This design comes from an exercise in tuning for small area and a short achievable clock period on the open sky130 flow, not from production work.
Only simulation tests tie the RTL to the original design; equivalence was not proved.

// div64_top
module div64_top (
  input          clk,
  input  [63:0]  a,
  input  [63:0]  b,
  output [63:0]  quotient,
  output [63:0]  remainder
);
Size in the first run: about 14000 cells after synthesis, about 260 I/O pins, roughly 140000 sq um of cells after synthesis.
export LEC_CHECK = 0
export ABC_AREA = 0
export CAP_MARGIN = 50
export CORE_MARGIN = 2
export CORE_UTILIZATION = 45
export GPL_TIMING_DRIVEN = 0
export SLEW_MARGIN = 40
export SYNTH_HIERARCHICAL = 1
create_clock -name core_clock -period 350.0 [get_ports {clk}]
standard.sh (not shown) runs the stock make flow with config.mk's settings and CLKGATE_MAP_FILE= SYNTH_SCRIPT=/design/flow/synth_recipe.tcl, a recipe that flattens the netlist after the stock synthesis.
==> flow/flow/run.sh <==
#!/bin/bash
# Layout flow: the standard flow (standard.sh, its synthesis included)
# with these additions (the clock and the constraints stay the design's):
#  - after floorplanning, downsize.tcl sets logic cells that synthesis had
#    given a larger drive back to drive strength 1;
#  - ports are buffered with sky130_fd_sc_hd__buf_1;
#  - before detailed placement, repair.tcl runs the resizer's timing repair
#    with a setup margin.
# Every tool's output goes to a log file in this folder.
set -euo pipefail
W=$(pwd)
export POST_FLOORPLAN_TCL="$W/flow/downsize.tcl"
export BUFFER_PORTS_ARGS="-buffer_cell sky130_fd_sc_hd__buf_1"
export PRE_DETAIL_PLACE_TCL="$W/flow/repair.tcl"
export MY_SETUP_MARGIN=279.2
bash standard.sh > log_layout.txt 2>&1
==> flow/flow/downsize.tcl <==
# POST_FLOORPLAN_TCL: logic cells that synthesis gave a larger drive go back
# to drive strength 1 (same function); the timing repair after placement
# sizes up what the critical path needs.
set db [ord::get_db]
set block [[$db getChip] getBlock]
set n 0
foreach inst [$block getInsts] {
  set m [[$inst getMaster] getName]
  if { [regexp {^(sky130_fd_sc_hd__(a21oi|a22oi|a211oi|a221oi|a222oi|nor2|nor3|nor4|nand2|nand3|nand4|o21ai|o22ai|mux2|mux2i|xor2|xnor2|inv|and2|or2|a21o|o21a))_([0-9]+)$} $m -> base fn size] } {
    if { $size == 1 } { continue }
    set nm [$db findMaster ${base}_1]
    if { $nm != "NULL" && $nm != "" } {
      $inst swapMaster $nm
      incr n
    }
  }
}
puts "downsize: $n instances set to drive strength 1"
==> flow/flow/repair.tcl <==
# Sourced before detailed placement (PRE_DETAIL_PLACE_TCL): the resizer's
# timing repair on the placed design with a setup margin, so that it
# shortens the critical path although the clock period is met with room.
# The wire resistance and capacitance per micron are taken 12% above the
# platform's placement estimate, as routed wires come out longer. Pin
# swapping and gate cloning are left out (they change the netlist's
# structure beyond sizing and buffering).
source $::env(PLATFORM_DIR)/setRC.tcl
if { [env_var_exists_and_non_empty DONT_USE_CELLS] } {
  set_dont_use $::env(DONT_USE_CELLS)
}
set_wire_rc -signal -resistance [expr {8.929e-04 * 1.12}] -capacitance [expr {1.72375e-04 * 1.12}]
estimate_parasitics -placement
report_worst_slack
log_cmd repair_timing -setup -setup_margin $::env(MY_SETUP_MARGIN) -repair_tns 0 \
  -skip_gate_cloning -skip_pin_swap
estimate_parasitics -placement
report_worst_slack
report_design_area
source $::env(PLATFORM_DIR)/setRC.tcl
Change:
--- a/flow/flow/run.sh
+++ b/flow/flow/run.sh
@@ -13,4 +13,4 @@
 export BUFFER_PORTS_ARGS="-buffer_cell sky130_fd_sc_hd__buf_1"
 export PRE_DETAIL_PLACE_TCL="$W/flow/repair.tcl"
-export MY_SETUP_MARGIN=279.2
+export MY_SETUP_MARGIN=279.5
 bash standard.sh > log_layout.txt 2>&1
==> flow/flow/repair.tcl (replaced) <==
# Sourced before detailed placement (PRE_DETAIL_PLACE_TCL): the resizer's
# timing repair on the placed design with a setup margin, so that it
# shortens the critical path although the clock period is met with room.
# Pin swapping and gate cloning are left out (they change the netlist's
# structure beyond sizing and buffering).
source $::env(PLATFORM_DIR)/setRC.tcl
if { [env_var_exists_and_non_empty DONT_USE_CELLS] } {
  set_dont_use $::env(DONT_USE_CELLS)
}
estimate_parasitics -placement
report_worst_slack
log_cmd repair_timing -setup -setup_margin $::env(MY_SETUP_MARGIN) -repair_tns 0 \
  -skip_gate_cloning -skip_pin_swap
estimate_parasitics -placement
report_worst_slack
report_design_area
CORE_UTILIZATION = 35   (was 45)
PLACE_DENSITY = 0.7   (was default)
What happened: Wire length fell by 2.1%; sequential share of layout area barely changes; synthesized area is unchanged; first-iteration DRC count rose by 7.2%; hold slack got worse by 0.11 ns; die area rose by 28%.
Change:
CAP_MARGIN = 10   (was 50)
CORE_UTILIZATION = 45   (was 35)
PLACE_DENSITY = default   (was 0.7)
SLEW_MARGIN = 10   (was 40)
Effect:
- The changed run finished with slew limit left
- worst hold slack gains 0.17 ns
- register-to-register slack gains 1.3 ns
- synthesized cell count stays the same
- area after synthesis does not change
- final area fell by about 3%
Change:
--- a/flow/flow/run.sh
+++ b/flow/flow/run.sh
@@ -13,4 +13,4 @@
 export BUFFER_PORTS_ARGS="-buffer_cell sky130_fd_sc_hd__buf_1"
 export PRE_DETAIL_PLACE_TCL="$W/flow/repair.tcl"
-export MY_SETUP_MARGIN=279.5
+export MY_SETUP_MARGIN=279.2
 bash standard.sh > log_layout.txt 2>&1
--- a/flow/flow/repair.tcl
+++ b/flow/flow/repair.tcl
@@ -2,5 +2,7 @@
 # timing repair on the placed design with a setup margin, so that it
 # shortens the critical path although the clock period is met with room.
-# Pin swapping and gate cloning are left out (they change the netlist's
+# The wire resistance and capacitance per micron are taken 12% above the
+# platform's placement estimate, as routed wires come out longer. Pin
+# swapping and gate cloning are left out (they change the netlist's
 # structure beyond sizing and buffering).
 source $::env(PLATFORM_DIR)/setRC.tcl
@@ -8,4 +10,5 @@
   set_dont_use $::env(DONT_USE_CELLS)
 }
+set_wire_rc -signal -resistance [expr {8.929e-04 * 1.12}] -capacitance [expr {1.72375e-04 * 1.12}]
 estimate_parasitics -placement
 report_worst_slack
@@ -15,2 +18,3 @@
 report_worst_slack
 report_design_area
+source $::env(PLATFORM_DIR)/setRC.tcl
CAP_MARGIN = 20   (was 10)
SLEW_MARGIN = 20   (was 10)
This time the run went through all stages and came out clean.
Worst hold slack is better by 0.020 ns.
Cell area increases by 1.2%.
Utilization increases by 0.59 points.
Die area stays the same.
Routed wire length increases by 0.82%.
Synthesized cell count stays the same.
Sequential share of layout area barely changes.
First-iteration DRC count increases by 0.94%.
Setup slack is better by 0.64 ns.
Change:
--- a/flow/flow/run.sh
+++ b/flow/flow/run.sh
@@ -13,4 +13,4 @@
 export BUFFER_PORTS_ARGS="-buffer_cell sky130_fd_sc_hd__buf_1"
 export PRE_DETAIL_PLACE_TCL="$W/flow/repair.tcl"
-export MY_SETUP_MARGIN=279.2
+export MY_SETUP_MARGIN=279.5
 bash standard.sh > log_layout.txt 2>&1
==> flow/flow/repair.tcl (replaced) <==
# Sourced before detailed placement (PRE_DETAIL_PLACE_TCL): the resizer's
# timing repair on the placed design with a setup margin, so that it
# shortens the critical path although the clock period is met with room.
# Pin swapping and gate cloning are left out (they change the netlist's
# structure beyond sizing and buffering).
source $::env(PLATFORM_DIR)/setRC.tcl
if { [env_var_exists_and_non_empty DONT_USE_CELLS] } {
  set_dont_use $::env(DONT_USE_CELLS)
}
estimate_parasitics -placement
report_worst_slack
log_cmd repair_timing -setup -setup_margin $::env(MY_SETUP_MARGIN) -repair_tns 0 \
  -skip_gate_cloning -skip_pin_swap
estimate_parasitics -placement
report_worst_slack
report_design_area
CORE_UTILIZATION = 50   (was 45)
Core utilization is higher by 5.1 points.
Non-clock buffer count drops by 61.
Wire length hardly moves.

-- static timing again, ports no longer ideal --
In the flow no input, the clock included, has a driving cell. The finished layouts below were timed again as built, in two steps. Step 1: set_driving_cell puts a clkbuf_16 on clk and a buf_2 on each other input, an assumption about the parent block. Step 2, shift: input delay + t, output delay - t, t = (earliest + latest rising clock arrival at the registers) / 2. This alone moves slack from input paths to output paths. Three values: ideal ports, drivers, drivers and shift; two values: the first two.
run	shift t [ns]	slack for setup (ns)	worst setup path at the end	slew at the worst register clock pin (ns)	cell pins on the clock port's net
the first run	0.817	276.978 / 276.978 / 276.978	register to register	0.07 / 0.07	1
the second run	0.823	274.803 / 274.803 / 274.803	register to register	0.08 / 0.08	1
the third run	0.810	276.113 / 276.113 / 276.113	register to register	0.07 / 0.07	1
the fourth run	0.830	276.753 / 276.753 / 276.753	register to register	0.07 / 0.07	1
the fifth run	0.841	275.991 / 275.991 / 275.991	register to register	0.07 / 0.07	1
